From an optimization exercise on the open Yosys and OpenROAD flow, aimed at small area, a short achievable clock period and few clock cycles; shortcuts taken in it are not production practice. At most, simulation tests tie the RTL to the original design; equivalence was not proved. No functional check of the RTL was part of run 5. Power and IR drop assume default switching activity.

$ cat flow/config.mk
export PLATFORM = sky130hd
export DESIGN_NAME = Mult
export DESIGN_NICKNAME = Mult
export VERILOG_FILES = /design/flow/design.v
export SDC_FILE = /design/flow/constraint.sdc
export NUM_CORES = 4
export LEC_CHECK = 0
export ABC_AREA = 1
export CAP_MARGIN = 20
export CORE_MARGIN = 2
export CORE_UTILIZATION = 40
export SETUP_SLACK_MARGIN = 0.3
export SLEW_MARGIN = 20
$ cat flow/constraint.sdc
create_clock -name core_clock -period 4.0 [get_ports {clk}]
set_input_delay 0.8000 -clock core_clock [delete_from_list [all_inputs] [get_ports {clk}]]
set_output_delay 0.8000 -clock core_clock [all_outputs]
set_load 0.01 [all_outputs]
$ cat flow/design.v
module Mult (
    input wire clk,
    input wire reset_total,
    input wire reset_local,
    input wire [31:0] operand_A_in,
    input wire [31:0] operand_B_in,
    output wire [31:0] product_Hi_out,
    output wire [31:0] product_Lo_out,
    output wire done
);
    localparam G  = 4;                 
    localparam W  = 2 * G;             
    localparam NG = (32 + W - 1) / W;  
    localparam NW = W + 33;            
    localparam NU = 64 - NW;           
    localparam NS = NW + 3;            
    reg  [NU-1:0] U;                   
    reg  [NW-1:0] S, C;                
    reg  [2:0]    q;                   
    reg  [NG-1:0] R;                   
    reg           swap;                
    reg  [G-1:0]  d_one, d_two, d_neg;  
    wire start = reset_local;
    wire busy  = |R;
    wire [NG-1:0] TA, TB;
    assign TA[0] = |operand_A_in;
    assign TB[0] = |operand_B_in;
    genvar j, k;
    generate
        for (j = 1; j < NG; j = j + 1) begin : g_t
            wire [32-W*j:0] ha = operand_A_in[31:W*j-1];
            wire [32-W*j:0] hb = operand_B_in[31:W*j-1];
            assign TA[j] = ~(&ha | ~|ha);
            assign TB[j] = ~(&hb | ~|hb);
        end
    endgenerate
    wire [NG-1:0] T0    = TA & TB;
    wire          swap0 = |(TB & ~TA);
    wire [NG-1:0] Rn  = R >> 1;
    wire [NG-1:0] oh  = start ? (T0 & ~(T0 >> 1)) : (Rn & ~(Rn >> 1));
    wire [W*NG:0] ae  = {{(W*NG-32){operand_A_in[31]}}, operand_A_in, 1'b0};
    wire [W*NG:0] be  = {{(W*NG-32){operand_B_in[31]}}, operand_B_in, 1'b0};
    reg  [W:0]    ga, gb;
    integer i;
    always @(*) begin
        ga = {(W+1){1'b0}};
        gb = {(W+1){1'b0}};
        for (i = 0; i < NG; i = i + 1) begin
            ga = ga | ({(W+1){oh[i]}} & ae[W*i +: W+1]);
            gb = gb | ({(W+1){oh[i]}} & be[W*i +: W+1]);
        end
    end
    wire       sw  = start ? swap0 : swap;
    wire [W:0] grp = sw ? ga : gb;
    wire [G-1:0] n_one, n_two, n_neg;
    generate
        for (k = 0; k < G; k = k + 1) begin : g_dec
            wire b0 = grp[2*k], b1 = grp[2*k+1], b2 = grp[2*k+2];
            assign n_one[k] = b1 ^ b0;
            assign n_two[k] = (b2 & ~b1 & ~b0) | (~b2 & b1 & b0);
            assign n_neg[k] = b2;
        end
    endgenerate
    localparam [63:0] KC64 = 64'd0 - ((((64'd1 << (2 * G)) + 64'd8) / 64'd3) << 33);
    localparam [NS-1:0] KC = KC64[NS-1:0];
    wire [31:0] M  = swap ? operand_B_in : operand_A_in;  
    wire [33:0] m1 = {{2{M[31]}}, M};
    wire [33:0] m2 = {M[31], M, 1'b0};
    wire [NS-1:0] xs [0:G-1];
    reg  [W-1:0]  negbits;
    generate
        for (k = 0; k < G; k = k + 1) begin : g_pp
            wire [33:0] x = (({34{d_one[k]}} & m1) | ({34{d_two[k]}} & m2)) ^ {34{d_neg[k]}};
            if (k == 0) begin : g_first
                assign xs[k] = KC | {{(NS-36){1'b0}}, ~x[33], x[33], x[33], x[32:0]};
            end else begin : g_rest
                wire [NS-1:0] xe = {{(NS-34){1'b0}}, ~x[33], x[32:0]};
                assign xs[k] = xe << (2 * k);
            end
        end
    endgenerate
    always @(*) begin
        negbits = {W{1'b0}};
        for (i = 0; i < G; i = i + 1) negbits[2*i] = d_neg[i];
    end
    wire [NS-1:0] a0 = {{3{1'b0}}, S[NW-W-1:0], negbits};
    wire [NS-1:0] a1 = {{3{1'b0}}, C[NW-W-1:0], {W{1'b0}}};
    wire [2:0]    nq;                  
    assign        nq = ns[NS-1:NW] + nc[NS-1:NW];
    reg  [NS-1:0] ns, nc;
    function [2*NS-1:0] csa;
        input [NS-1:0] x, y, z;
        csa = {x ^ y ^ z, ((x & y) | (x & z) | (y & z)) << 1};
    endfunction
    generate
        if (G == 4) begin : g_t4
            always @(*) begin : b_t4
                reg [NS-1:0] s1, c1, s2, c2, s3, c3;
                {s1, c1} = csa(xs[0], xs[1], xs[2]);
                {s2, c2} = csa(xs[3], a0, a1);
                {s3, c3} = csa(s1, c1, s2);
                {ns, nc} = csa(s3, c3, c2);
            end
        end else if (G == 3) begin : g_t3
            always @(*) begin : b_t3
                reg [NS-1:0] s1, c1, s2, c2;
                {s1, c1} = csa(xs[0], xs[1], xs[2]);
                {s2, c2} = csa(s1, c1, a0);
                {ns, nc} = csa(s2, c2, a1);
            end
        end else begin : g_t2
            always @(*) begin : b_t2
                reg [NS-1:0] s1, c1;
                {s1, c1} = csa(a0, a1, xs[0]);
                {ns, nc} = csa(s1, c1, xs[1]);
            end
        end
    endgenerate
    wire [NU-5:0] uh  = U[NU-1:4];
    wire [NU-5:0] uhp = uh + 1'b1;
    wire [NU-5:0] uhm = uh - 1'b1;
    wire [3:0]    ul  = U[3:0];
    wire          qm2 = (q == 3'b110);
    wire          qm1 = (q == 3'b111);
    wire          qz  = (q == 3'b000);
    wire          qp1 = (q == 3'b001);
    wire          qp2 = (q == 3'b010);
    wire          b0  = (qm1 & (ul == 4'd0)) | (qm2 & (ul <= 4'd1));
    wire          c0  = (qp1 & (ul == 4'd15)) | (qp2 & (ul >= 4'd14));
    wire          b1  = qm2 & (ul == 4'd0);
    wire          c1  = (qz & (ul == 4'd15)) | (qp1 & (ul >= 4'd14)) | (qp2 & (ul >= 4'd13));
    wire [3:0]    l0  = ul + {q[2], q};
    wire [3:0]    l1  = ul + {q[2], q} + 4'd1;
    wire [NU-1:0] uq0 = {(b0 ? uhm : c0 ? uhp : uh), l0};
    wire [NU-1:0] uq1 = {(b1 ? uhm : c1 ? uhp : uh), l1};
    wire [W:0]    hs;
    ks_add #(.N(W)) u_hs (.a(S[NW-1:NW-W]), .b(C[NW-1:NW-W]), .y(hs));
    wire [NU-1:0] u_it = {(hs[W] ? uq1[NU-W-1:0] : uq0[NU-W-1:0]), hs[W-1:0]};
    localparam NL = NW / 2;
    localparam NH = NW - NL;
    wire [NL:0]   zl;
    wire [NH:0]   zh0, zh1;
    ks_add #(.N(NL)) u_zl (.a(S[NL-1:0]), .b(C[NL-1:0]), .y(zl));
    ks_add #(.N(NH)) u_zh0 (.a(S[NW-1:NL]), .b(C[NW-1:NL]), .y(zh0));
    ks_add1 #(.N(NH)) u_zh1 (.a(S[NW-1:NL]), .b(C[NW-1:NL]), .y(zh1));
    wire [NW:0]   z = {(zl[NL] ? zh1 : zh0), zl[NL-1:0]};
    wire [NU-1:0] u_fn = z[NW] ? uq1 : uq0;
    always @(posedge clk) begin
        if (reset_total) begin
            R   <= {NG{1'b0}};
        end else if (start) begin
            R   <= T0;
        end else if (busy) begin
            R   <= Rn;
        end
        if (start) begin
            U    <= {NU{1'b0}};
            S    <= {NW{1'b0}};
            C    <= {NW{1'b0}};
            q    <= 3'd0;
            swap <= swap0;
        end else if (busy) begin
            U    <= u_it;
            S    <= ns[NW-1:0];
            C    <= nc[NW-1:0];
            q    <= nq;
        end
        if (start | busy) begin
            d_one <= n_one;
            d_two <= n_two;
            d_neg <= n_neg;
        end
    end
    assign done = ~busy;
    wire [63:0] P = {u_fn, z[NW-1:0]};
    assign product_Hi_out = P[63:32];
    assign product_Lo_out = P[31:0];
endmodule
module ks_add #(parameter N = 8) (
    input  wire [N-1:0] a,
    input  wire [N-1:0] b,
    output wire [N:0]   y
);
    reg [N-1:0] g, p, g2, p2;
    integer i, d;
    always @(*) begin
        g = a & b;
        p = a | b;
        for (d = 1; d < N; d = d * 2) begin
            g2 = g;
            p2 = p;
            for (i = d; i < N; i = i + 1) begin
                g2[i] = g[i] | (p[i] & g[i-d]);
                p2[i] = p[i] & p[i-d];
            end
            g = g2;
            p = p2;
        end
    end
    assign y = {g[N-1], (a ^ b) ^ {g[N-2:0], 1'b0}};
endmodule
module ks_add1 #(parameter N = 8) (
    input  wire [N-1:0] a,
    input  wire [N-1:0] b,
    output wire [N:0]   y
);
    reg [N-1:0] g, p, g2, p2;
    integer i, d;
    always @(*) begin
        g = (a & b) | {{(N-1){1'b0}}, a[0] | b[0]};
        p = a | b;
        for (d = 1; d < N; d = d * 2) begin
            g2 = g;
            p2 = p;
            for (i = d; i < N; i = i + 1) begin
                g2[i] = g[i] | (p[i] & g[i-d]);
                p2[i] = p[i] & p[i-d];
            end
            g = g2;
            p = p2;
        end
    end
    assign y = {g[N-1], (a ^ b) ^ {g[N-2:0], 1'b1}};
endmodule
$ cat flow/run.sh
#!/bin/bash
# synth_recipe.tcl (not shown) runs the flow's synth.tcl, then flattens the netlist and writes it again
# the make line also repeats each setting of config.mk as NAME=value (left out here)
make -C /OpenROAD-flow-scripts/flow DESIGN_CONFIG=/design/flow/config.mk WORK_HOME=/design/flow/orfs CLKGATE_MAP_FILE= SYNTH_SCRIPT=/design/flow/synth_recipe.tcl finish
==> summary.txt, run 1 <==
STA
  – Final setup violation count: 0
  – Final hold violation count: 0
  – Minimum clock period: 3.723 ns
  – Peak Freq: between 200 and 300 MHz
  – RSZ-0062 raised after global routing: true
  – Worst Clk Skew: between 0.01 and 0.015 ns
  – Tcrit/Tclk final: 93.08%
  – Worst-Margin Slew: between 1 and 1.5 ns
  – Fin. max-slew vios: 0
  – Relative slew slack: approximately 27%
  – Setup tns final: 0 ns

Worst setup path
  – CP Class: reg -> out
  – R2r startpoint: d_neg[3]
  – Max FO, Critical Path: 7
  – Max incr delay on CP: approximately 0.32 ns
  – Slowest-stage cell, CP: dfxtp_2
  – Critical Path AT: 2.92 ns
  – Crit. End Element: output port
  – CP top delay family: buffers and inverters
  – Crit path buffers/inverters: 9
  – Critical path required time: about 3.2 ns
  – Critical Path Start: S[5]
  – Most frequent CP cell: buf_12
  – Crit-path cells: inv_2 -> ha_4 -> inv_4 -> a21oi_2 -> nand2_2 -> a21oi_4 -> inv_2 -> nand2_2 -> nand2_4 -> nand2_4 -> nand2_8 -> buf_12 -> o211ai_4 -> nand4_4 -> buf_12 -> buf_12 -> buf_16 -> buf_6 -> nand3b_1 -> nand2_1 -> buf_2
  – Worst setup SP type: flip-flop

Placed design
  – Placer congestion estimate: between 0.9 and 1
  – DP HPWL: ~45 mm
  – PortBufs: around 130
  – Placed Instance Area: between 15000 and 20000 µm²

Power
  – Leakage: 9.947 nW
  – Clk pwr share: around 11%
  – Power, Total: around 0.016 W
  – P_sw: ~0.0081 W
  – Sequential power share: around 13%
  – Peak supply drop: ~0.42 mV
  – Int Pwr: ~0.0079 W
  – Comb pwr share: about three quarters
  – Cell Pwr Density: about 800 nW/µm²
  – Sw frac: roughly 50%

Route
  – Routed WL per cell: around 18 µm
  – Routed wl met2: 27.55 mm
  – Initial DRT Pass Iterations: 6
  – Detailed Route Iter0 Violations: 1019
  – Antenna-violating nets left: 0
  – Routed wl met3: approximately 2.7 mm
  – Top layer in use: met4
  – Via density: between 5 and 6
  – DRC viols: 0
  – Post-Route WL: between 50 and 60 mm
  – Met1 wire length: about 25 mm
  – Routed via count: between 15000 and 20000

CTS
  – CTS tree: built
  – Cts bufs inserted: 17
  – Clock edge transition at the registers on the reported setup and hold paths: around 0.06 ns
  – Worst skew pair latency: between 0.4 and 0.5 ns
  – Clock Tree Buf Depth: 2
  – # H-tree levels: 4
  – # clock sinks: 121
  – CTS root buffer: clkbuf_16
  – Hold_buf cts: 0

Die
  – Die W: 206.3 µm
  – Full die area: around 43000 µm²
  – Starting Density: slightly above 40%
  – DIE HEIGHT: 206.3 µm
  – Core Region: a little over 40000 µm²
  – Ports: 132
  – FP Rows: 74

Global routing
  – Vias in the first global route: around 16000
  – GRT Util Overall: 27.36%
  – First-pass GRT wire length: 89.62 mm
  – Antenna violations before repair: 0
  – Remaining Overflow, GRT: 0
  – Pin count of the biggest net entering global routing: between 100 and 150

Synthesis
  – Mapped Area: 16370 µm²
  – Post-synth top cells: inv_1 (437), nand2_1 (413), nor2_1 (214)
  – FF+latch count, synth: between 100 and 150
  – Top cells by area, synth: fa_1 (16%), dfxtp_1 (13%), xor2_1 (10%)
  – Syn Nets: between 2000 and 3000
  – Most frequent cell after synthesis: inv_1
  – Avg Cell Area, Syn: 6.950 µm²
  – Async set-reset flop share out of synthesis: 0%
  – Yosys top cell area share: 15.53%
  – Cells after Synth: approximately 2400
  – Synth cell types: 54
  – Leading area contributor after synthesis: fa_1
  – Synth Flop Type: dfxtp_1
  – Synth warnings: 5
  – Register area share after synthesis: between 10% and 20%
  – EDFF count, synth: 12

Cells and area
  – Area growth syn-to-layout: 23.97%
  – Antenna diodes: 0
  – Fin nets: about 2900
  – Post-route design area: around 20000 µm²
  – Fillers: 4092
  – Share of cells above drive strength 1: around 15%

Status
  – Status: complete, no violations

Hold path
  – Hold_sp: C[35]
  – Hold/Removal Path Class: reg -> reg

Run
  – Max-cap violations: 0
-- timing repair --
item	CTS	global route
resized for setup	205	88
endpoints found under the setup margin	52	57
pin swaps	15	27
buffers inserted	25	13
gates cloned	5	0
-- area by class of cell --
cell class                 count  area, µm²  area share (%)
clock buffer                  20      467.9           2.306
clock inverter                12      193.9          0.9558
inverter                     456       1727           8.510
multi-input combinational   1684      12130           59.77
sequential                   121       2557           12.60
tap                          532      665.6           3.281
timing repair buffer         287       2551           12.57
-- sequential cells by signal, indices dropped and copies added (netlist names) --
| register | count |
|---|---|
| U | 23 |
| d_neg | 4 |
| R | 4 |
| S | 41 |
| d_two | 4 |
| d_one | 4 |
| C | 38 |
| q | 2 |
| swap | 1 |
-- layout by cell type (no fill, tap or decap), drive strengths merged, types with 23 or more instances in the layout --
master,synthesis,routed
nand4,23,23
inv,453,453
clkdlybuf4s50,0,84
ha,100,100
dfxtp,109,109
a21oi,94,94
o211ai,24,24
fa,127,127
o22ai,143,143
nand2,433,435
o21ai,146,146
nand3,96,96
clkbuf,63,28
nor2,223,223
xor2,188,188
buf,33,183
-- metrics by stage --
| stage | setup slack (ns) | hold WS [ns] | std cells | util (%) |
|---|---|---|---|---|
| 3_3_place_gp | -0.1892 | 0.4776 | 3037 | 46.30 |
| 3_5_place_dp | -0.2284 | 0.4891 | 3037 | 46.30 |
| 6_report | 0.2768 | 0.4989 | 3112 | 49.92 |
| 4_1_cts | 0.2171 | 0.5003 | 3099 | 49.21 |
| 2_1_floorplan | 0.4766 | 0.4573 | 2355 | - |
| 5_1_grt | 0.1387 | 0.5170 | 3112 | 49.92 |
-- power groups by stage --
stage	clock (W)	sequential, W	combinational [W]
finish	0.00176	0.00207	0.0122
global route	0.00184	0.00212	0.0138
CTS	0.00179	0.00206	0.0119
detailed placement	0	0.00207	0.0119
global placement	0	0.00205	0.0117
floorplan	0	0.00191	0.00800
-- per-layer routing --
layer  global-route usage, %  up-vias
met5                       0        -
met4                   10.84        0
met3                   3.059       86
met2                   47.24      521
met1                   34.80     7602
li1                        -     7898
-- kinds of logic after synthesis --
logic type	count (synthesis)	share of synthesized area, %
xor+xnor	204	10.92
fa+ha+maj	227	23.18
mux	7	0.4281
compound gates	440	15.76
simple gates	804	20.99
flops	121	15.53
buf+inv	552	13.19
-- worst min-delay path: cells and delay by family (launching register included) --
kind                   cells  cell delay (ns)
AO/OA/AOI/OAI              1             0.07
buffers and inverters      1             0.07
flip-flops                 1             0.31
-- final timing paths --
path              slack [ns]  depth (start not counted)                 end
setup reg to reg        0.59                          9               S[34]
setup / recovery        0.28                         21  product_Hi_out[13]
hold / removal          0.50                          2               C[35]
hold reg to reg         0.50                          2               C[35]
Testbench counts, summed over its fixed seeds: cycles 9,022.
==> inputs of run 2 (changes only) <==
--- a/flow/config.mk
+++ b/flow/config.mk
@@ -9,5 +9,4 @@
 export CAP_MARGIN = 20
 export CORE_MARGIN = 2
-export CORE_UTILIZATION = 40
-export SETUP_SLACK_MARGIN = 0.3
+export CORE_UTILIZATION = 60
 export SLEW_MARGIN = 20
==> summary.txt, run 2 <==
Die
  – Ports: about 130
  – Core Region: between 20000 and 30000 µm²
  – Starting Density: approximately three fifths
  – Die W: around 170 µm
  – Full die area: 28620 µm²
  – DIE HEIGHT: 169.2 µm
  – FP Rows: 60

Worst setup path
  – Crit. End Element: output port
  – CP Class: reg -> out
  – R2r endpoint: S[18]
  – R2r startpoint: swap
  – Crit-path cells: ha_4 -> ha_2 -> nand3_1 -> nand2_2 -> a21oi_4 -> inv_2 -> nand2_2 -> nand2_4 -> nand2_4 -> nand2_8 -> clkinv_4 -> o211ai_4 -> nand4_4 -> buf_4 -> bufbuf_16 -> nand3b_1 -> nand2_1 -> dlygate4sd2_1
  – Critical Path AT: between 3 and 4 ns
  – Slowest-stage cell, CP: dfxtp_1
  – Critical Path Start: C[2]
  – Max incr delay on CP: around 0.37 ns
  – Worst setup SP type: flip-flop
  – Critical path required time: 3.20 ns
  – Max FO, Critical Path: 11
  – R2R cell count: 12
  – FF-to-FF setup slack: 0.54 ns

Synthesis
  – Yosys top cell area share: between 15 and 20%
  – FF+latch count, synth: 121
  – EDFF count, synth: 12
  – Post-synth top cells: inv_1 (437), nand2_1 (413), nor2_1 (214)
  – Avg Cell Area, Syn: 6.950 µm²
  – Async set-reset flop share out of synthesis: 0%
  – Synth Flop Type: dfxtp_1
  – Register area share after synthesis: approximately 16%
  – Synth cell types: 54
  – Syn Nets: ~2600
  – Cells after Synth: 2355
  – Top cells by area, synth: fa_1 (16%), dfxtp_1 (13%), xor2_1 (10%)
  – Synth warnings: 5
  – Mapped Area: 16370 µm²
  – Most frequent cell after synthesis: inv_1
  – Leading area contributor after synthesis: fa_1

Cells and area
  – Commonest cells after routing, fill and taps aside: inv_1 (432), nand2_1 (409), nor2_1 (212)
  – Most common cell after layout, fill and taps aside: inv_1
  – Area of the multi-input gates: approximately 12000 µm²
  – Antenna diodes: 0
  – Area growth syn-to-layout: 18.15%
  – Register area: roughly 2500 µm²
  – Biggest register: S
  – Fin nets: roughly 2800
  – Fillers: 2300
  – Max FFs per register: slightly above 40
  – Regs by FF count: S x41, C x38, U x23
  – Final Instance Count excl. Fillers: about 2900
  – Share of cells above drive strength 1: under 10%

Global routing
  – Antenna violations before repair: 0
  – First-pass GRT wire length: ~83 mm
  – Pin count of the biggest net entering global routing: around 100
  – Remaining Overflow, GRT: 0
  – Vias in the first global route: 16050
  – GRT Util Overall: between 30% and 40%

Power
  – Leakage: slightly below 10 nW
  – Cell Pwr Density: about 800 nW/µm²
  – Peak supply drop: 0.5308 mV

Hold path
  – Hold Path Depth: 2
  – Hold_sp: C[38]
  – Hold Path End: C[38]
  – Hold/Removal Path Class: reg -> reg

STA
  – Setup tns final: 0 ns
  – Final setup violation count: 0
  – Peak Freq: 257.6 MHz
  – Relative slew slack: approximately 50%
  – Worst Clk Skew: roughly 0.011 ns
  – Minimum clock period: ~3.9 ns
  – Final hold violation count: 0
  – Hold slack: about 0.50 ns
  – Worst-Margin Slew: around 0.74 ns
  – Tcrit/Tclk final: between 90% and 100%
  – Fin. max-slew vios: 0

Placed design
  – DP HPWL: ~41 mm
  – PortBufs: ~130
  – Placer congestion estimate: roughly 1.1
  – Inst Count DP: roughly 2800

Status
  – Status: complete, no violations

CTS
  – # clock sinks: between 100 and 150
  – Hold_buf cts: 0
  – Clock Tree Buf Depth: 2
  – CTS tree: built
  – Worst skew pair latency: roughly 0.44 ns
  – CTS root buffer: clkbuf_16
  – Clock edge transition at the registers on the reported setup and hold paths: ~0.060 ns
  – # H-tree levels: 4
  – Cts bufs inserted: 17

Route
  – Via density: around 5.7
  – Detailed Route Iter0 Violations: between 1500 and 2000
  – Routed WL per cell: 18.16 µm
  – Initial DRT Pass Iterations: 6
  – Antenna-violating nets left: 0
  – Post-Route WL: between 50 and 60 mm
  – DRC viols: 0
  – Routed via count: 16410

Run
  – Max-cap violations: 0
==> run 2: cell families after synthesis <==
logic type | after synthesis | synth area share [%]
AO/OA/AOI/OAI | 440 | 15.76
AND/OR/NAND/NOR | 804 | 20.99
XOR/XNOR | 204 | 10.92
multiplexers | 7 | 0.4281
buffers and inverters | 552 | 13.19
flip-flops | 121 | 15.53
adder cells (fa/ha/maj) | 227 | 23.18
==> run 2: what timing repair did <==
action                                  in CTS  in global routing
gates cloned                                 3                  0
endpoints found under the setup margin      38                 34
resized for setup                           56                 39
pin swaps                                    2                  5
buffers inserted                             5                  3
==> run 2: layer usage <==
| layer | GRT usage, % | wire (µm) | part of all wire [%] |
|---|---|---|---|
| met5 | 0 | 0 | 0 |
| met4 | 14.05 | 2116 | 4.1 |
| met3 | 4.594 | 3575 | 6.8 |
| met2 | 62.89 | 25450 | 49 |
| met1 | 46.80 | 21100 | 40 |
==> run 2: cell type report <==
type / count / share of cell area, %
Clock buffer: 20 / 2.310
Multi-Input combinational cell: 1684 / 61.26
Timing Repair Buffer: 243 / 11.53
Tap cell: 341 / 2.206
Inverter: 456 / 8.877
Clock inverter: 12 / 0.6406
Sequential cell: 121 / 13.17
==> run 2: how the worst max path moves through the flow <==
stage	slack (ns)	endpoint	cells after the start
finish	0.12	product_Hi_out[16]	18
global route	-0.03	product_Hi_out[22]	19
CTS	-0.11	product_Hi_out[31]	18
detailed placement	0.07	S[10]	14
global placement	0.09	S[33]	16
floorplan	0.48	S[35]	12
==> run 2: worst max-delay path, delay by kind of cell, from the launching register on <==
kind                     cells  cell delay [ns]
buffers and inverters        5             0.88
AND/OR/NAND/NOR              9             0.84
flip-flops                   1             0.37
adder cells (fa/ha/maj)      2             0.35
AO/OA/AOI/OAI                2             0.19
==> run 2: metrics by stage <==
step | power [W] | util [%] | setup WS, ns | cell area [µm²]
finish | 0.01546 | 71.95 | 0.1179 | 19340
global route | 0.01700 | 71.95 | -0.03119 | 19340
CTS | 0.01527 | 71.56 | -0.1146 | 19230
detailed placement | 0.01369 | 68.85 | 0.07117 | 18500
global placement | 0.01332 | 68.85 | 0.09129 | 18500
floorplan | 0.009907 | - | 0.4766 | 16370
==> run 2: power by group <==
group | internal (W) | total [W] | leakage [nW] | switching, W
combinational | 0.00490 | 0.0119 | 8.35 | 0.00696
clock | 0.000929 | 0.00155 | 0.280 | 0.000622
sequential | 0.00170 | 0.00205 | 1.03 | 0.000352
==> inputs of run 3 (changes only) <==
--- a/flow/config.mk
+++ b/flow/config.mk
@@ -6,7 +6,6 @@
 export NUM_CORES = 4
 export LEC_CHECK = 0
-export ABC_AREA = 1
 export CAP_MARGIN = 20
 export CORE_MARGIN = 2
-export CORE_UTILIZATION = 60
+export CORE_UTILIZATION = 40
 export SLEW_MARGIN = 20
==> summary.txt, run 3 <==
Die
  – Core Region: roughly 37000 µm²
  – Ports: between 100 and 150
  – Die W: between 150 and 200 µm
  – DIE HEIGHT: roughly 200 µm
  – Starting Density: ~40%
  – Full die area: between 30000 and 40000 µm²
  – FP Rows: slightly above 70

Hold path
  – Hold Path End: S[4]
  – Hold_sp: S[4]
  – Hold Path Depth: 2
  – Hold/Removal Path Class: reg -> reg

Synthesis
  – Post-synth top cells: inv_1 (262), nand2_1 (218), a22oi_1 (137)
  – Yosys top cell area share: 16.85%
  – Register area share after synthesis: approximately 17%
  – Synth Flop Type: dfxtp_1
  – EDFF count, synth: 12
  – Avg Cell Area, Syn: ~8.2 µm²
  – Synth cell types: 80
  – Syn Nets: 2140
  – FF+latch count, synth: between 100 and 150
  – Leading area contributor after synthesis: fa_1
  – Async set-reset flop share out of synthesis: 0%
  – Most frequent cell after synthesis: inv_1
  – Synth warnings: 5
  – Mapped Area: around 15000 µm²
  – Top cells by area, synth: fa_1 (17%), dfxtp_1 (14%), ha_1 (8.3%)
  – Cells after Synth: around 1800

Worst setup path
  – Max incr delay on CP: around 0.38 ns
  – Max FO, Critical Path: 4
  – Critical Path AT: between 3 and 4 ns
  – Crit-path cells: inv_2 -> ha_4 -> or3_4 -> o211a_4 -> o31ai_4 -> a21oi_2 -> o2111a_2 -> buf_4 -> o21ai_4 -> a211oi_4 -> nor3_4 -> buf_12 -> buf_8 -> mux2i_2 -> xor2_1 -> buf_2
  – R2r endpoint: S[12]
  – Worst setup SP type: flip-flop
  – Slowest-stage cell, CP: or3_4
  – Crit. End Element: output port
  – R2r startpoint: swap
  – FF-to-FF setup slack: ~0.57 ns
  – Crit path buffers/inverters: 5
  – Critical Path Start: S[7]
  – R2R cell count: 10
  – CP top delay family: compound AO/OA/AOI/OAI gates
  – CP Class: reg -> out
  – Critical path required time: approximately 3.2 ns

Global routing
  – Remaining Overflow, GRT: 0
  – Antenna violations before repair: 1
  – Pin count of the biggest net entering global routing: slightly above 70
  – GRT Util Overall: ~26%
  – First-pass GRT wire length: slightly below 80 mm
  – Vias in the first global route: approximately 15000

STA
  – RSZ-0062 raised after global routing: true
  – Hold slack: around 0.47 ns
  – Final hold violation count: 0
  – Relative slew slack: between 40% and 50%
  – Worst-Margin Slew: between 0.7 and 0.8 ns
  – Minimum clock period: roughly 4.7 ns
  – Final setup violation count: 37
  – Tcrit/Tclk final: 117.4%
  – Fin. max-slew vios: 0
  – Final setup margin: -0.6968 ns
  – Peak Freq: roughly 210 MHz
  – Worst Clk Skew: just over 0.008 ns

Route
  – Antenna-violating nets left: 0
  – Initial DRT Pass Iterations: 8
  – DRC viols: 0
  – Routed via count: between 10000 and 15000
  – Routed WL per cell: 18.05 µm
  – Via density: 5.236
  – Post-Route WL: just under 50 mm
  – Detailed Route Iter0 Violations: between 900 and 1000

CTS
  – Cts bufs inserted: 17
  – CTS tree: built
  – # H-tree levels: 4
  – Clock Tree Buf Depth: 2
  – # clock sinks: about 120
  – Worst skew pair latency: 0.44 ns
  – CTS root buffer: clkbuf_16
  – Clock edge transition at the registers on the reported setup and hold paths: about 0.06 ns
  – Hold_buf cts: 0

Power
  – Sequential power share: 12.6%
  – P_sw: ~0.0076 W
  – Peak supply drop: around 0.69 mV
  – Power, Total: 0.01611 W
  – Int Pwr: approximately 0.0085 W
  – Cell Pwr Density: roughly 790 nW/µm²
  – Leakage: approximately 9.4 nW
  – Clk pwr share: 11.5%
  – Sw frac: 47.46%
  – Comb pwr share: approximately three quarters

Cells and area
  – Regs by FF count: S x41, C x38, U x23
  – Final Instance Count excl. Fillers: 2736
  – Most common cell after layout, fill and taps aside: buf_4
  – Commonest cells after routing, fill and taps aside: buf_4 (305), inv_1 (254), nand2_1 (218)
  – Fillers: about 3500
  – Max FFs per register: just over 40
  – Area growth syn-to-layout: 34.45%
  – Final Util: a little over half
  – Fin nets: 2506
  – Share of cells above drive strength 1: between 20% and 30%
  – Biggest register: S
  – Antenna diodes: 0

Placed design
  – Inst Count DP: about 2700
  – Placer congestion estimate: approximately 0.97
  – DP HPWL: approximately 39 mm
  – PortBufs: about 130

Run
  – Max-cap violations: 0

Status
  – Status: failed layout checks
  – Fail Reasons: setup timing
## run 3: worst max path at each step
stage / to / slack, ns / cells after the start
global route: product_Hi_out[28] / -0.80 / 16
CTS: product_Hi_out[8] / -0.62 / 14
detailed placement: product_Hi_out[14] / -0.99 / 13
floorplan: product_Hi_out[28] / 0.06 / 13
finish: product_Hi_out[28] / -0.70 / 16
global placement: product_Hi_out[10] / -0.93 / 13
## run 3: worst min-delay path, cell delays in order, from the launching register on
cell	delay, ns
dfxtp_2	0.33
nand2_1	0.05
a21oi_1	0.05
## run 3: area by class of cell
cell class	instances	area (µm²)	share of cell area (%)
Tap cell	511	639.4	3.151
Multi-Input combinational cell	1350	11650	57.40
Timing Repair Buffer	460	3764	18.55
Clock inverter	10	209.0	1.030
Sequential cell	121	2552	12.58
Inverter	262	983.4	4.847
Clock buffer	22	495.5	2.442
## run 3: cells by family (layout without fill, tap and decap cells)
| kind of cell | count (synthesis) | after routing | share of synthesized area (%) |
|---|---|---|---|
| AO/OA/AOI/OAI | 404 | 404 | 18.29 |
| multiplexers | 69 | 69 | 4.933 |
| adder cells (fa/ha/maj) | 228 | 228 | 25.21 |
| AND/OR/NAND/NOR | 437 | 437 | 12.98 |
| XOR/XNOR | 212 | 212 | 12.30 |
| buffers and inverters | 375 | 754 | 9.435 |
| flip-flops | 121 | 121 | 16.85 |
## run 3: stage by stage
step	cell area, µm²	TNS, ns	worst slack (ns)
after detailed placement	18820	-29.89	-0.9903
after global placement	18820	-27.41	-0.9326
after CTS	19920	-15.81	-0.6199
after global routing	20290	-23.58	-0.8040
final	20290	-18.72	-0.6968
after floorplan	15090	0	0.05536
## run 3: power by group through the flow
| stage | Clock [W] | Sequential, W | Combinational (W) |
|---|---|---|---|
| detailed placement | 0 | 0.00204 | 0.0119 |
| global route | 0.00193 | 0.00209 | 0.0138 |
| global placement | 0 | 0.00202 | 0.0118 |
| floorplan | 0 | 0.00188 | 0.00743 |
| finish | 0.00185 | 0.00203 | 0.0122 |
| CTS | 0.00189 | 0.00203 | 0.0121 |
## run 3: timing repair
action                                  in CTS  in global routing
cloned                                       1                  0
endpoints found under the setup margin      51                 54
setup buffers                               24                 18
pin swaps                                   40                 27
gates resized for setup                    276                 75
## run 3: per-layer routing
| layer | track usage [%] | wire length (µm) |
|---|---|---|
| met5 | 0 | 18 |
| met4 | 10.16 | 1777 |
| met3 | 3.543 | 2350 |
| met2 | 45.03 | 24560 |
| met1 | 31.32 | 20670 |
==> inputs of run 4 (changes only) <==
--- a/flow/config.mk
+++ b/flow/config.mk
@@ -6,4 +6,5 @@
 export NUM_CORES = 4
 export LEC_CHECK = 0
+export ABC_AREA = 1
 export CAP_MARGIN = 20
 export CORE_MARGIN = 2
==> summary.txt, run 4 <==
CTS
  – CTS tree: built
  – Clock edge transition at the registers on the reported setup and hold paths: approximately 0.06 ns
  – Cts bufs inserted: 17
  – Clock Tree Buf Depth: 2
  – Worst skew pair latency: between 0.4 and 0.5 ns
  – Hold_buf cts: 0
  – CTS root buffer: clkbuf_16
  – # H-tree levels: 4
  – # clock sinks: 121

Global routing
  – Remaining Overflow, GRT: 0
  – Pin count of the biggest net entering global routing: roughly 110
  – First-pass GRT wire length: between 80 and 90 mm
  – Vias in the first global route: between 15000 and 20000
  – Antenna violations before repair: 0
  – GRT Util Overall: 26.89%

Power
  – Int Pwr: roughly 0.0077 W
  – Sw frac: 50.82%
  – P_sw: approximately 0.0080 W
  – Leakage: roughly 10 nW
  – Clk pwr share: between 10 and 15%
  – Sequential power share: between 10% and 20%
  – Comb pwr share: 75.7%
  – Cell Pwr Density: around 800 nW/µm²
  – Power, Total: ~0.016 W
  – Peak supply drop: 0.4128 mV

Synthesis
  – Leading area contributor after synthesis: fa_1
  – Top cells by area, synth: fa_1 (16%), dfxtp_1 (13%), xor2_1 (10%)
  – Cells after Synth: around 2400
  – FF+latch count, synth: roughly 120
  – Synth warnings: 5
  – Post-synth top cells: inv_1 (437), nand2_1 (413), nor2_1 (214)
  – Syn Nets: approximately 2600
  – EDFF count, synth: 12
  – Most frequent cell after synthesis: inv_1
  – Yosys top cell area share: approximately 16%
  – Async set-reset flop share out of synthesis: 0%
  – Avg Cell Area, Syn: a little under 7 µm²
  – Synth Flop Type: dfxtp_1
  – Mapped Area: ~16000 µm²
  – Synth cell types: 54
  – Register area share after synthesis: between 15 and 20%

Cells and area
  – Area of the multi-input gates: between 10000 and 15000 µm²
  – Biggest register: S
  – Commonest cells after routing, fill and taps aside: inv_1 (432), nand2_1 (411), nor2_1 (212)
  – Fin nets: 2822
  – Area growth syn-to-layout: 20.06%
  – Share of cells above drive strength 1: ~9.2%
  – Post-route design area: about 20000 µm²
  – Register area: approximately 2500 µm²
  – Max FFs per register: 41
  – Antenna diodes: 0
  – Fillers: approximately 4200
  – Final Instance Count excl. Fillers: 3073
  – Final Util: 48.34%
  – Regs by FF count: S x41, C x38, U x23
  – Most common cell after layout, fill and taps aside: inv_1

STA
  – Fin. max-slew vios: 0
  – Minimum clock period: 3.831 ns
  – RSZ-0062 raised after global routing: true
  – Relative slew slack: roughly 28%
  – Final hold violation count: 0
  – Tcrit/Tclk final: about 96%
  – Final setup violation count: 0
  – Worst-Margin Slew: 1.086 ns
  – Setup tns final: 0 ns
  – Peak Freq: 261.0 MHz
  – Worst Clk Skew: 0.01218 ns

Placed design
  – PortBufs: ~130
  – Placer congestion estimate: 0.9547
  – DP HPWL: between 40 and 50 mm
  – Placed Instance Area: about 19000 µm²
  – Inst Count DP: 3037

Worst setup path
  – Max FO, Critical Path: 12
  – Crit-path cells: ha_2 -> ha_1 -> nand3_1 -> nand2_2 -> a21oi_4 -> inv_2 -> nand2_1 -> nand2_4 -> nand2_4 -> nand2_8 -> clkinv_4 -> o211ai_4 -> nand4_4 -> buf_12 -> buf_12 -> nand3_1 -> nand2_1 -> dlygate4sd2_1
  – Slowest-stage cell, CP: dfxtp_1
  – Max incr delay on CP: 0.32 ns
  – Critical Path AT: between 3 and 4 ns
  – Crit path buffers/inverters: 5
  – Crit. End Element: output port
  – CP top delay family: simple AND/OR/NAND/NOR gates
  – Worst setup SP type: flip-flop
  – Critical path required time: approximately 3.2 ns
  – CP Class: reg -> out

Route
  – Post-Route WL: ~56 mm
  – Routed via count: around 16000
  – Routed WL per cell: 18.24 µm
  – Initial DRT Pass Iterations: 6
  – Detailed Route Iter0 Violations: slightly above 1000
  – Via density: 5.184
  – DRC viols: 0
  – Antenna-violating nets left: 0

Hold path
  – Hold/Removal Path Class: reg -> reg

Die
  – DIE HEIGHT: roughly 210 µm
  – FP Rows: 74
  – Full die area: around 43000 µm²
  – Core Region: 40650 µm²
  – Die W: slightly above 200 µm
  – Ports: between 100 and 150
  – Starting Density: between 40 and 50%

Run
  – Max-cap violations: 0

Status
  – Status: complete, no violations
[run 4: path summary, 6_finish.rpt]
path                            start                 end  slack (ns)  depth (start not counted)
worst min register to register  C[35]               C[35]        0.50                          2
worst min-delay path            C[35]               C[35]        0.50                          2
worst max register to register   swap               S[33]        0.42                         14
worst max-delay path             C[2]  product_Hi_out[20]        0.17                         18
[run 4: metal layers]
layer  global-route usage [%]  vias to the layer above  wire [µm]
li1                         -                     7827          -
met1                    34.44                     7469      24330
met2                    46.62                      563      26910
met3                    2.933                       72       2962
met4                    9.745                        0       1843
met5                        0                        -          0
[run 4: cells by family (layout without fill, tap and decap cells)]
kind of cell | count (synthesis) | in the layout | synth area share, %
buf+inv | 552 | 737 | 13.19
simple gates | 804 | 805 | 20.99
fa+ha+maj | 227 | 227 | 23.18
flops | 121 | 121 | 15.53
mux | 7 | 7 | 0.4281
compound gates | 440 | 440 | 15.76
xor+xnor | 204 | 204 | 10.92
[run 4: worst reg2reg max path, delay by kind of cell, from the launching register on]
kind / cells / cell delay, ns
adders and majority gates: 3 / 1.24
buffers and inverters: 5 / 0.94
xor gates and xnor gates: 1 / 0.37
AOI/OAI and AO/OA: 3 / 0.36
DFF: 1 / 0.32
and+or+nand+nor: 2 / 0.17
[run 4: repair_timing]
item,4_1_cts,5_1_grt
setup buffers,2,0
cloned,2,0
endpoints found under the setup margin,43,35
pin swaps,2,3
hold endpoints to repair,0,0
gates resized for setup,52,19
[run 4: power groups by stage]
stage               clock (W)  sequential [W]  combinational, W
detailed placement          0         0.00207            0.0119
global placement            0         0.00205            0.0117
global route          0.00184         0.00210            0.0135
floorplan                   0         0.00191           0.00800
CTS                   0.00179         0.00205            0.0118
finish                0.00176         0.00205            0.0119
[run 4: through the flow]
stage,worst slack (ns),hold WS (ns)
4_1_cts,0.01443,0.5003
2_1_floorplan,0.4766,0.4573
6_report,0.1690,0.4999
3_3_place_gp,-0.1892,0.4776
3_5_place_dp,-0.2284,0.4891
5_1_grt,-0.03581,0.5170
[run 4: final cells by class]
class	instances	area share (%)
clock buffer	20	2.381
clock inverter	12	0.9869
sequential	121	12.96
tap	532	3.387
multi-input combinational	1683	60.04
timing repair buffer	249	11.51
inverter	456	8.736
==> inputs of run 5 (changes only) <==
--- a/flow/design.v
+++ b/flow/design.v
@@ -16,5 +16,6 @@
     localparam NS = NW + 3;            
     reg  [NU-1:0] U;                   
-    reg  [NW-1:0] S, C;                
+    reg  [NW-1:0] Sn, Cn;              
+    wire [NW-1:0] S = ~Sn, C = ~Cn;    
     reg  [2:0]    q;                   
     reg  [NG-1:0] R;                   
@@ -156,12 +157,12 @@
         if (start) begin
             U    <= {NU{1'b0}};
-            S    <= {NW{1'b0}};
-            C    <= {NW{1'b0}};
+            Sn   <= {NW{1'b1}};
+            Cn   <= {NW{1'b1}};
             q    <= 3'd0;
             swap <= swap0;
         end else if (busy) begin
             U    <= u_it;
-            S    <= ns[NW-1:0];
-            C    <= nc[NW-1:0];
+            Sn   <= ~ns[NW-1:0];
+            Cn   <= ~nc[NW-1:0];
             q    <= nq;
         end
==> summary.txt, run 5 <==
Global routing
  – Pin count of the biggest net entering global routing: about 70
  – First-pass GRT wire length: approximately 90 mm
  – Antenna violations before repair: 0
  – GRT Util Overall: approximately 28%
  – Vias in the first global route: ~16000
  – Remaining Overflow, GRT: 0

Worst setup path
  – CP Class: reg -> out
  – Crit. End Element: output port
  – Worst setup SP type: flip-flop
  – Critical path required time: 3.20 ns
  – Critical Path AT: around 3 ns
  – Max FO, Critical Path: 6

Synthesis
  – FF+latch count, synth: between 100 and 150
  – Most frequent cell after synthesis: inv_1
  – Synth cell types: 53
  – Post-synth top cells: inv_1 (369), nand2_1 (359), nor2_1 (240)
  – Leading area contributor after synthesis: fa_1
  – Mapped Area: approximately 16000 µm²
  – EDFF count, synth: 12
  – Yosys top cell area share: ~16%
  – Async set-reset flop share out of synthesis: 0%
  – Cells after Synth: 2257
  – Avg Cell Area, Syn: 7.132 µm²
  – Syn Nets: 2553
  – Synth warnings: 5
  – Synth Flop Type: dfxtp_1
  – Register area share after synthesis: ~16%
  – Top cells by area, synth: fa_1 (16%), dfxtp_1 (14%), xor2_1 (11%)

CTS
  – Worst skew pair latency: between 0.4 and 0.5 ns
  – Clock Tree Buf Depth: 2
  – Cts bufs inserted: 17
  – # clock sinks: approximately 120
  – CTS tree: built
  – # H-tree levels: 4
  – Clock edge transition at the registers on the reported setup and hold paths: around 0.06 ns
  – Hold_buf cts: 0
  – CTS root buffer: clkbuf_16

Route
  – Routed via count: around 16000
  – Post-Route WL: about 56 mm
  – DRC viols: 0
  – Antenna-violating nets left: 0
  – Routed WL per cell: 18.75 µm
  – Via density: around 5.3
  – Detailed Route Iter0 Violations: 1280
  – Initial DRT Pass Iterations: 6

Cells and area
  – Regs by FF count: Sn x41, Cn x38, U x23
  – Area of the multi-input gates: 11840 µm²
  – Max FFs per register: between 40 and 50
  – Post-route design area: 19700 µm²
  – Most common cell after layout, fill and taps aside: inv_1
  – Final Instance Count excl. Fillers: approximately 3000
  – Antenna diodes: 0
  – Fin nets: roughly 2800
  – Final Util: 49.57%
  – Share of cells above drive strength 1: 11.65%
  – Register area: about 2600 µm²
  – Area growth syn-to-layout: 22.35%
  – Commonest cells after routing, fill and taps aside: inv_1 (366), nand2_1 (355), nor2_1 (238)
  – Fillers: around 4000
  – Biggest register: Sn

Die
  – DIE HEIGHT: 204.6 µm
  – FP Rows: 73
  – Die W: 204.6 µm
  – Core Region: around 40000 µm²
  – Full die area: 41870 µm²
  – Ports: ~130
  – Starting Density: between 40% and 50%

Power
  – Clk pwr share: between 10% and 20%
  – Sw frac: roughly half
  – Peak supply drop: 0.3586 mV
  – Leakage: 9.778 nW
  – Sequential power share: 14.0%
  – P_sw: just under 0.008 W
  – Int Pwr: 0.007595 W
  – Comb pwr share: 75.1%
  – Cell Pwr Density: between 700 and 800 nW/µm²

STA
  – Peak Freq: ~260 MHz
  – Minimum clock period: between 3 and 4 ns
  – Worst Clk Skew: 0.01705 ns
  – Final setup violation count: 0
  – Relative slew slack: 50.82%
  – Worst-Margin Slew: 0.7327 ns
  – Final hold violation count: 0
  – Fin. max-slew vios: 0
  – Tcrit/Tclk final: approximately 96%

Run
  – Max-cap violations: 0

Hold path
  – Hold/Removal Path Class: reg -> reg

Placed design
  – Inst Count DP: just under 3000
  – Placed Instance Area: around 19000 µm²
  – Placer congestion estimate: between 1 and 1.5
  – PortBufs: approximately 130
  – DP HPWL: between 40 and 50 mm

Status
  – Status: complete, no violations
[run 5: cell types whose count changed after synthesis, moves of 6 or more]
cell / previous run / this run
a221oi_1: 9 / 3
a21oi_1: 91 / 129
clkbuf_1: 63 / 56
inv_1: 437 / 369
o21ai_1: 31 / 23
nor2_1: 214 / 240
nor3_1: 6 / 19
nand2_1: 413 / 359
mux2i_1: 7 / 13
o21ai_0: 115 / 52
a22oi_1: 4 / 29
xor2_1: 188 / 196
[run 5: cell families (layout without fill, tap and decap cells)]
group	Yosys count	in the layout	synth area share, %
xor gates and xnor gates	213	213	11.59
adders and majority gates	229	229	23.72
muxes	13	13	0.8083
AOI/OAI and AO/OA	429	429	15.95
and+or+nand+nor	773	776	20.30
buffers and inverters	478	699	11.71
DFF	122	122	15.92
[run 5: through the flow]
step           setup TNS [ns]  power [W]  setup WS, ns  hold slack (ns)
2_1_floorplan               0   0.009688        0.4880           0.4516
3_3_place_gp                0    0.01357       0.04472           0.4639
4_1_cts                     0    0.01543      0.008360           0.4853
5_1_grt            -0.0004616    0.01719    -0.0004616           0.5130
3_5_place_dp         -0.01434    0.01375      -0.01434           0.4764
6_report                    0    0.01549        0.1621           0.4853
[run 5: final cells by class]
cell class | count | share of cell area, %
Tap cell | 525 | 3.335
Clock buffer | 17 | 2.160
Inverter | 387 | 7.375
Timing Repair Buffer | 280 | 12.93
Sequential cell | 122 | 13.11
Multi-Input combinational cell | 1660 | 60.09
Clock inverter | 15 | 0.9910
[run 5: power by group through the flow]
stage / Clock, W / Sequential [W] / Combinational [W]
after floorplan: 0 / 0.00198 / 0.00771
after global placement: 0 / 0.00217 / 0.0114
after detailed placement: 0 / 0.00218 / 0.0116
after CTS: 0.00172 / 0.00215 / 0.0116
after global routing: 0.00177 / 0.00224 / 0.0132
final: 0.00170 / 0.00217 / 0.0116
[run 5: per-layer routing]
layer | global-route usage, % | share of wire, % | vias to the layer above
li1 | - | - | 7689
met1 | 35.82 | 43 | 7481
met2 | 46.40 | 47 | 654
met3 | 3.563 | 5.8 | 124
met4 | 11.93 | 4.2 | 0
met5 | 0 | 0 | -
[run 5: path summary, 6_finish.rpt]
path               start                 end  slack, ns  depth (start not counted)
hold / removal    Sn[39]              Sn[39]       0.49                          2
setup reg to reg    swap              Sn[35]       0.55                         15
setup / recovery  Sn[25]  product_Hi_out[27]       0.16                         13
hold reg to reg   Sn[39]              Sn[39]       0.49                          2
[run 5: critical path: stages (launching register included)]
cell           delay [ns]
dfxtp_1              0.43
inv_1                0.13
ha_1                 0.24
a21oi_1              0.16
inv_1                0.10
a21oi_1              0.30
o21ai_0              0.24
a21oi_4              0.22
buf_12               0.15
buf_12               0.13
nand2_4              0.09
nand2_1              0.07
nand2_1              0.06
dlygate4sd2_1        0.28
[run 5: repair_timing]
item,4_1_cts,5_1_grt
setup buffers,4,2
cloned,5,0
setup endpoints to repair,45,44
pin swaps,7,5
gates resized for setup,59,45
==> inputs of run 6 (changes only) <==
--- a/flow/design.v
+++ b/flow/design.v
@@ -16,6 +16,5 @@
     localparam NS = NW + 3;            
     reg  [NU-1:0] U;                   
-    reg  [NW-1:0] Sn, Cn;              
-    wire [NW-1:0] S = ~Sn, C = ~Cn;    
+    reg  [NW-1:0] S, C;                
     reg  [2:0]    q;                   
     reg  [NG-1:0] R;                   
@@ -157,12 +156,12 @@
         if (start) begin
             U    <= {NU{1'b0}};
-            Sn   <= {NW{1'b1}};
-            Cn   <= {NW{1'b1}};
+            S    <= {NW{1'b0}};
+            C    <= {NW{1'b0}};
             q    <= 3'd0;
             swap <= swap0;
         end else if (busy) begin
             U    <= u_it;
-            Sn   <= ~ns[NW-1:0];
-            Cn   <= ~nc[NW-1:0];
+            S    <= ns[NW-1:0];
+            C    <= nc[NW-1:0];
             q    <= nq;
         end
==> flow/flow/run.sh (new file) <==
#!/bin/bash
# The standard layout, with the smallest buffer on the ports instead of the
# delay-cell buffers buffer_ports picks by default, and with the gates off
# the critical paths downsized after global routing (ORFS power recovery).
set -e
cp standard.sh standard.sh.txt
export BUFFER_PORTS_ARGS="-buffer_cell sky130_fd_sc_hd__buf_1"
export RECOVER_POWER=100
bash standard.sh > standard.log 2>&1
==> flow/standard.sh (new file) <==
#!/bin/bash
# synth_recipe.tcl (not shown) runs the flow's synth.tcl, then flattens the netlist and writes it again
# the make line also repeats each setting of config.mk as NAME=value (left out here)
make -C /OpenROAD-flow-scripts/flow DESIGN_CONFIG=/design/flow/config.mk WORK_HOME=/design/flow/orfs CLKGATE_MAP_FILE= SYNTH_SCRIPT=/design/flow/synth_recipe.tcl "${@:-finish}"
removed: flow/run.sh
==> summary.txt, run 6 <==
Status
  – Status: complete, no violations

STA
  – Tcrit/Tclk final: between 90 and 100%
  – Minimum clock period: approximately 3.9 ns
  – Worst-Margin Slew: between 1 and 1.5 ns
  – Setup tns final: 0 ns
  – Hold slack: about 0.5 ns
  – Peak Freq: ~260 MHz
  – Final setup violation count: 0
  – Final setup margin: roughly 0.15 ns
  – Relative slew slack: 17.01%
  – Worst Clk Skew: ~0.012 ns
  – Fin. max-slew vios: 0
  – Final hold violation count: 0
  – RSZ-0062 raised after global routing: false

Route
  – Via density: 5.199
  – Post-Route WL: 54.79 mm
  – DRC viols: 0
  – Antenna-violating nets left: 0
  – Initial DRT Pass Iterations: 5
  – Detailed Route Iter0 Violations: 1018
  – Routed WL per cell: approximately 18 µm
  – Routed via count: 15760

Worst setup path
  – Critical Path AT: approximately 4.1 ns
  – Worst setup SP type: flip-flop
  – Max FO, Critical Path: 37
  – R2r startpoint: swap
  – Slowest-stage cell, CP: o21ai_0
  – Most frequent CP cell: fa_1
  – CP Class: reg -> reg
  – Critical Path Stages: 11
  – Crit path buffers/inverters: 3
  – Crit-path cells: buf_12 -> o21ai_0 -> o22ai_1 -> xor2_1 -> fa_1 -> inv_1 -> fa_1 -> inv_1 -> fa_1 -> nand2_1 -> o21ai_0
  – Critical path required time: 4.29 ns
  – Max incr delay on CP: 0.81 ns
  – R2R cell count: 11
  – FF-to-FF setup slack: about 0.15 ns
  – Crit. End Element: flip-flop
  – CP top delay family: adder cells
  – R2r endpoint: S[25]

CTS
  – Cts bufs inserted: 17
  – Clock Tree Buf Depth: 2
  – Clock edge transition at the registers on the reported setup and hold paths: approximately 0.060 ns
  – # clock sinks: 121
  – CTS tree: built
  – CTS root buffer: clkbuf_16
  – # H-tree levels: 4
  – Worst skew pair latency: around 0.46 ns

Synthesis
  – Synth warnings: 5
  – Most frequent cell after synthesis: inv_1
  – Leading area contributor after synthesis: fa_1
  – Synth Flop Type: dfxtp_1
  – Synth cell types: 54
  – Register area share after synthesis: about 16%
  – Cells after Synth: ~2400
  – Top cells by area, synth: fa_1 (16%), dfxtp_1 (13%), xor2_1 (10%)
  – Yosys top cell area share: approximately 16%
  – Mapped Area: 16370 µm²
  – EDFF count, synth: 12
  – Post-synth top cells: inv_1 (437), nand2_1 (413), nor2_1 (214)
  – FF+latch count, synth: 121
  – Avg Cell Area, Syn: approximately 6.9 µm²
  – Syn Nets: 2649
  – Async set-reset flop share out of synthesis: 0%

Die
  – Starting Density: 40.27%
  – Full die area: approximately 43000 µm²
  – Core Region: roughly 40000 µm²
  – DIE HEIGHT: between 200 and 250 µm
  – Die W: approximately 210 µm
  – FP Rows: 74
  – Ports: 132

Placed design
  – PortBufs: ~130
  – Dpl ws: about 0.18 ns
  – Placer congestion estimate: just under 1
  – DP HPWL: between 40 and 50 mm

Hold path
  – Hold Path Depth: 2
  – Hold_sp: C[37]
  – Hold/Removal Path Class: reg -> reg
  – Hold Path End: C[37]

Global routing
  – Remaining Overflow, GRT: 0
  – Pin count of the biggest net entering global routing: between 100 and 150
  – GRT Util Overall: a little over a quarter
  – Vias in the first global route: around 15000
  – First-pass GRT wire length: between 80 and 90 mm
  – Antenna violations before repair: 0

Cells and area
  – Most common cell after layout, fill and taps aside: inv_1
  – Max FFs per register: about 40
  – Area of the multi-input gates: roughly 12000 µm²
  – Share of cells above drive strength 1: under 10%
  – Area growth syn-to-layout: 12.65%
  – Biggest register: S
  – Register area: between 2000 and 3000 µm²
  – Fin nets: 2780
  – Commonest cells after routing, fill and taps aside: inv_1 (433), nand2_1 (418), nor2_1 (213)
  – Antenna diodes: 0
  – Fillers: ~4200
  – Regs by FF count: S x41, C x38, U x23

Run
  – Max-cap violations: 0

Power
  – Leakage: roughly 9 nW
  – Peak supply drop: ~0.42 mV
  – Cell Pwr Density: between 800 and 900 nW/µm²
[run 6: cell types whose count changed in the layout (fill, tap and decap cells not counted), sizes merged, moves of 8 or more]
cell,before,now
nand2,377,435
o21ai,77,146
clkdlybuf4s50,91,0
nor3,21,9
clkbuf,23,35
dlygate4sd2,31,0
xor2,196,188
a22oi,29,4
buf,148,192
inv,391,453
nor2,252,223
a21oi,134,94
[run 6: kinds of logic (layout without fill, tap and decap cells)]
group | Yosys count | in the layout | share of synthesized area, %
AOI/OAI and AO/OA | 440 | 440 | 15.76
xor gates and xnor gates | 204 | 204 | 10.92
adders and majority gates | 227 | 227 | 23.18
buffers and inverters | 552 | 694 | 13.19
DFF | 121 | 121 | 15.53
muxes | 7 | 7 | 0.4281
and+or+nand+nor | 804 | 806 | 20.99
[run 6: worst max path at each step]
stage | from | end | slack, ns
final | swap | S[25] | 0.15
after global routing | C[2] | product_Hi_out[12] | 0.005
after CTS | C[2] | product_Hi_out[27] | 0.004
after detailed placement | operand_A_in[23] | S[30] | 0.18
after global placement | operand_A_in[23] | S[30] | 0.22
after floorplan | operand_A_in[31] | S[35] | 0.48
[run 6: what timing repair did]
item | in CTS | in global routing
resized for setup | 3 | 28
setup buffers | 0 | 3
gates cloned | 0 | 3
hold buffers | 0 | 0
pin swaps | 0 | 4
endpoints found under the setup margin | 21 | 36
[run 6: layout make-up]
class | instances | share of cell area [%]
Multi-Input combinational cell | 1684 | 63.65
Clock inverter | 11 | 1.038
Tap cell | 532 | 3.610
Clock buffer | 21 | 2.497
Timing Repair Buffer | 206 | 6.101
Sequential cell | 121 | 13.80
Inverter | 456 | 9.311
[run 6: per-stage QoR]
| stage | std cells | total power (W) | area (µm²) | utilization [%] |
|---|---|---|---|---|
| 6_report | 3031 | 0.01514 | 18440 | 45.36 |
| 5_1_grt | 3031 | 0.01687 | 18440 | 45.36 |
| 4_1_cts | 3025 | 0.01507 | 18310 | 45.06 |
| 3_5_place_dp | 2993 | 0.01327 | 17650 | 43.41 |
| 3_3_place_gp | 2993 | 0.01304 | 17650 | 43.41 |
| 2_1_floorplan | 2355 | 0.009907 | 16370 | - |
[run 6: where the power goes]
part | leakage [nW] | total [W] | internal, W | switching [W]
registers | 1.03 | 0.00205 | 0.00170 | 0.000355
logic | 7.65 | 0.0113 | 0.00434 | 0.00699
clock network | 0.318 | 0.00176 | 0.00114 | 0.000626
[run 6: worst register-to-register path, cell delays in order (launching register included)]
cell	delay (ns)
dfxtp_2	0.45
buf_12	0.24
o21ai_0	0.82
o22ai_1	0.19
xor2_1	0.20
fa_1	0.59
inv_1	0.06
fa_1	0.48
inv_1	0.05
fa_1	0.44
nand2_1	0.08
o21ai_0	0.09
[run 6: metal layers]
metal | share of wire (%) | vias up | GRT usage [%]
met5 | 0 | - | 0
met4 | 3.7 | 0 | 10.71
met3 | 5.9 | 96 | 3.043
met2 | 46 | 575 | 43.43
met1 | 44 | 7348 | 34.22
li1 | - | 7739 | -
Testbench counts of run 6, summed over its fixed seeds: cycles 9,022.
==> inputs of run 7 (changes only) <==
==> flow/flow/run.sh (replaced) <==
#!/bin/bash
# The standard layout, with the smallest buffer on the ports instead of the
# delay-cell buffers buffer_ports picks by default.
set -e
cp standard.sh standard.sh.txt
export BUFFER_PORTS_ARGS="-buffer_cell sky130_fd_sc_hd__buf_1"
bash standard.sh > standard.log 2>&1
--- a/flow/config.mk
+++ b/flow/config.mk
@@ -7,6 +7,6 @@
 export LEC_CHECK = 0
 export ABC_AREA = 1
-export CAP_MARGIN = 20
+export CAP_MARGIN = 0
 export CORE_MARGIN = 2
 export CORE_UTILIZATION = 40
-export SLEW_MARGIN = 20
+export SLEW_MARGIN = 0
==> summary.txt, run 7 <==
Global routing
  – First-pass GRT wire length: 85.32 mm
  – Remaining Overflow, GRT: 0
  – Vias in the first global route: approximately 15000
  – Antenna violations before repair: 0
  – Pin count of the biggest net entering global routing: between 100 and 150
  – GRT Util Overall: a little over a quarter

Cells and area
  – Fillers: ~4200
  – Commonest cells after routing, fill and taps aside: inv_1 (432), nand2_1 (412), nor2_1 (213)
  – Antenna diodes: 0
  – Most common cell after layout, fill and taps aside: inv_1
  – Fin nets: 2780
  – Regs by FF count: S x41, C x38, U x23
  – Biggest register: S
  – Max FFs per register: 41
  – Area growth syn-to-layout: 12.88%
  – Share of cells above drive strength 1: under 10%

Synthesis
  – Cells after Synth: 2355
  – Synth Flop Type: dfxtp_1
  – Async set-reset flop share out of synthesis: 0%
  – Leading area contributor after synthesis: fa_1
  – Yosys top cell area share: 15.53%
  – Avg Cell Area, Syn: just under 7 µm²
  – Synth warnings: 5
  – Synth cell types: 54
  – Post-synth top cells: inv_1 (437), nand2_1 (413), nor2_1 (214)
  – Mapped Area: 16370 µm²
  – EDFF count, synth: 12
  – Top cells by area, synth: fa_1 (16%), dfxtp_1 (13%), xor2_1 (10%)
  – Register area share after synthesis: approximately 16%
  – Syn Nets: 2649
  – FF+latch count, synth: about 120
  – Most frequent cell after synthesis: inv_1

Die
  – FP Rows: 74
  – Core Region: about 41000 µm²
  – Starting Density: between 40 and 50%
  – Full die area: ~43000 µm²
  – DIE HEIGHT: about 210 µm
  – Ports: 132
  – Die W: 206.3 µm

Run
  – Max-cap violations: 0

STA
  – Tcrit/Tclk final: between 90% and 100%
  – Final setup margin: 0.1760 ns
  – Minimum clock period: between 3 and 4 ns
  – Worst-Margin Slew: 1.166 ns
  – Setup tns final: 0 ns
  – Relative slew slack: ~22%
  – Worst Clk Skew: around 0.011 ns
  – Fin. max-slew vios: 0
  – Final hold violation count: 0
  – Final setup violation count: 0
  – RSZ-0062 raised after global routing: false
  – Peak Freq: approximately 260 MHz

Worst setup path
  – CP Class: reg -> out
  – Crit. End Element: output port
  – Crit-path cells: ha_2 -> ha_1 -> nand3_1 -> nand2_2 -> a21oi_4 -> inv_2 -> nand2_1 -> nand2_2 -> nand2_4 -> nand2_8 -> inv_6 -> o211ai_4 -> nand4_4 -> buf_12 -> buf_12 -> nand3_1 -> nand2_1 -> clkbuf_2
  – Max incr delay on CP: around 0.31 ns
  – Max FO, Critical Path: 13
  – Worst setup SP type: flip-flop
  – Crit path buffers/inverters: 5
  – Critical Path AT: 3.02 ns
  – Critical path required time: around 3.2 ns
  – Slowest-stage cell, CP: dfxtp_1
  – CP top delay family: simple AND/OR/NAND/NOR gates

Route
  – Routed WL per cell: roughly 18 µm
  – Routed via count: 15820
  – Antenna-violating nets left: 0
  – DRC viols: 0
  – Via density: ~5.2
  – Detailed Route Iter0 Violations: around 1000
  – Initial DRT Pass Iterations: 5
  – Post-Route WL: about 55 mm

Placed design
  – DP HPWL: roughly 44 mm
  – Placer congestion estimate: 0.9825
  – PortBufs: between 100 and 150
  – Dpl ws: approximately 0.18 ns

Hold path
  – Hold/Removal Path Class: reg -> reg

Power
  – Cell Pwr Density: a little over 800 nW/µm²
  – Peak supply drop: between 0.4 and 0.5 mV
  – Leakage: ~9.0 nW

CTS
  – Worst skew pair latency: 0.46 ns
  – Clock edge transition at the registers on the reported setup and hold paths: ~0.060 ns
  – # clock sinks: between 100 and 150
  – CTS root buffer: clkbuf_16
  – Clock Tree Buf Depth: 2
  – CTS tree: built
  – Cts bufs inserted: 17
  – # H-tree levels: 4

Status
  – Status: complete, no violations
run 7: tightest hold or removal path, stage by stage (launching register included):
cell,delay (ns)
dfxtp_1,0.31
inv_1,0.07
o21ai_1,0.06
run 7: stage by stage:
step | hold slack [ns] | instances | utilization, % | power [W] | area, µm²
after floorplan | 0.4573 | 2355 | - | 0.009907 | 16370
after global placement | 0.4753 | 2993 | 43.41 | 0.01304 | 17650
after detailed placement | 0.4834 | 2993 | 43.41 | 0.01327 | 17650
final | 0.4927 | 3031 | 45.45 | 0.01516 | 18480
after CTS | 0.4929 | 3025 | 45.06 | 0.01507 | 18310
after global routing | 0.5201 | 3031 | 45.45 | 0.01689 | 18480
run 7: layout make-up:
| class | count | area, µm² | share of cell area [%] |
|---|---|---|---|
| multi-input combinational | 1684 | 11760 | 63.66 |
| sequential | 121 | 2544 | 13.77 |
| inverter | 456 | 1717 | 9.292 |
| timing repair buffer | 206 | 1136 | 6.149 |
| tap | 532 | 665.6 | 3.603 |
| clock buffer | 21 | 460.4 | 2.492 |
| clock inverter | 11 | 191.4 | 1.036 |
run 7: layer usage:
metal / vias up / GRT usage, % / wire [µm]
met1: 7400 / 34.22 / 24240
li1: 7739 / - / -
met3: 103 / 3.043 / 3149
met2: 580 / 43.43 / 25400
met5: - / 0 / 0
met4: 0 / 10.71 / 2037
run 7: worst paths after layout:
check | from | to | slack [ns] | cells after the start
setup reg to reg | swap | S[19] | 0.26 | 10
hold reg to reg | C[37] | C[37] | 0.49 | 2
setup / recovery | C[2] | product_Hi_out[20] | 0.18 | 18
hold / removal | C[37] | C[37] | 0.49 | 2
run 7: kinds of logic after synthesis:
family	share of synthesized area, %
DFF	15.53
muxes	0.4281
and+or+nand+nor	20.99
adders and majority gates	23.18
AOI/OAI and AO/OA	15.76
buffers and inverters	13.19
xor gates and xnor gates	10.92
run 7: where the power goes:
group / switching [W] / internal (W) / leakage, nW
Clock: 0.000623 / 0.00114 / 0.318
Combinational: 0.00700 / 0.00435 / 7.67
Sequential: 0.000356 / 0.00169 / 1.03
Total: 0.00798 / 0.00719 / 9.01
run 7: repair_timing:
action                     in CTS  in global routing
hold buffers                    0                  0
setup endpoints to repair      21                 36
hold endpoints to repair        0                  0
gates cloned                    0                  3
gates resized for setup         3                 28
pin swaps                       0                  4
setup buffers                   0                  3

## port drivers added, routing unchanged
Ports are ideal in the flow. The routed layouts listed here were re-timed in OpenROAD.
Step 1 (the two cells are an assumption about what drives the block):
set clk [get_ports {clk}]
set_driving_cell -lib_cell sky130_fd_sc_hd__clkbuf_16 $clk
set_driving_cell -lib_cell sky130_fd_sc_hd__buf_2 [delete_from_list [all_inputs] $clk]
Step 2 moves the port delays by t, midway between the first and last clock arrival at a register: inputs arrive t later, outputs are due t later. That takes back most of the time a late clock gives input paths.
Slacks: no drivers / after step 1 / after step 2; pairs: no drivers / after step 1.
run	t, ns	setup slack, ns	worst setup path after step 2	clock arrival spread, ns	slew at the worst register clock pin (ns)
run 1	0.489	0.277 / 0.221 / -0.023	input to register	0.013 / 0.013	0.06 / 0.06
run 2	0.483	0.118 / 0.067 / -0.001	input to register	0.011 / 0.011	0.06 / 0.06
run 3	0.485	-0.697 / -0.750 / -0.318	input to register	0.008 / 0.009	0.06 / 0.06
run 4	0.490	0.169 / 0.112 / -0.190	input to register	0.012 / 0.012	0.06 / 0.06
run 5	0.502	0.162 / 0.103 / -0.064	input to register	0.017 / 0.017	0.07 / 0.07
run 6	0.514	0.148 / 0.117 / -0.104	input to register	0.013 / 0.013	0.06 / 0.06
run 7	0.512	0.176 / 0.114 / 0.080	input to register	0.012 / 0.012	0.06 / 0.06
With both steps, setup timing fails in 5 of these runs, where it was met with ideal ports. For run 4, which loses most, drivers alone change the setup slack by -0.057 ns; drivers and shift together by -0.359 ns.
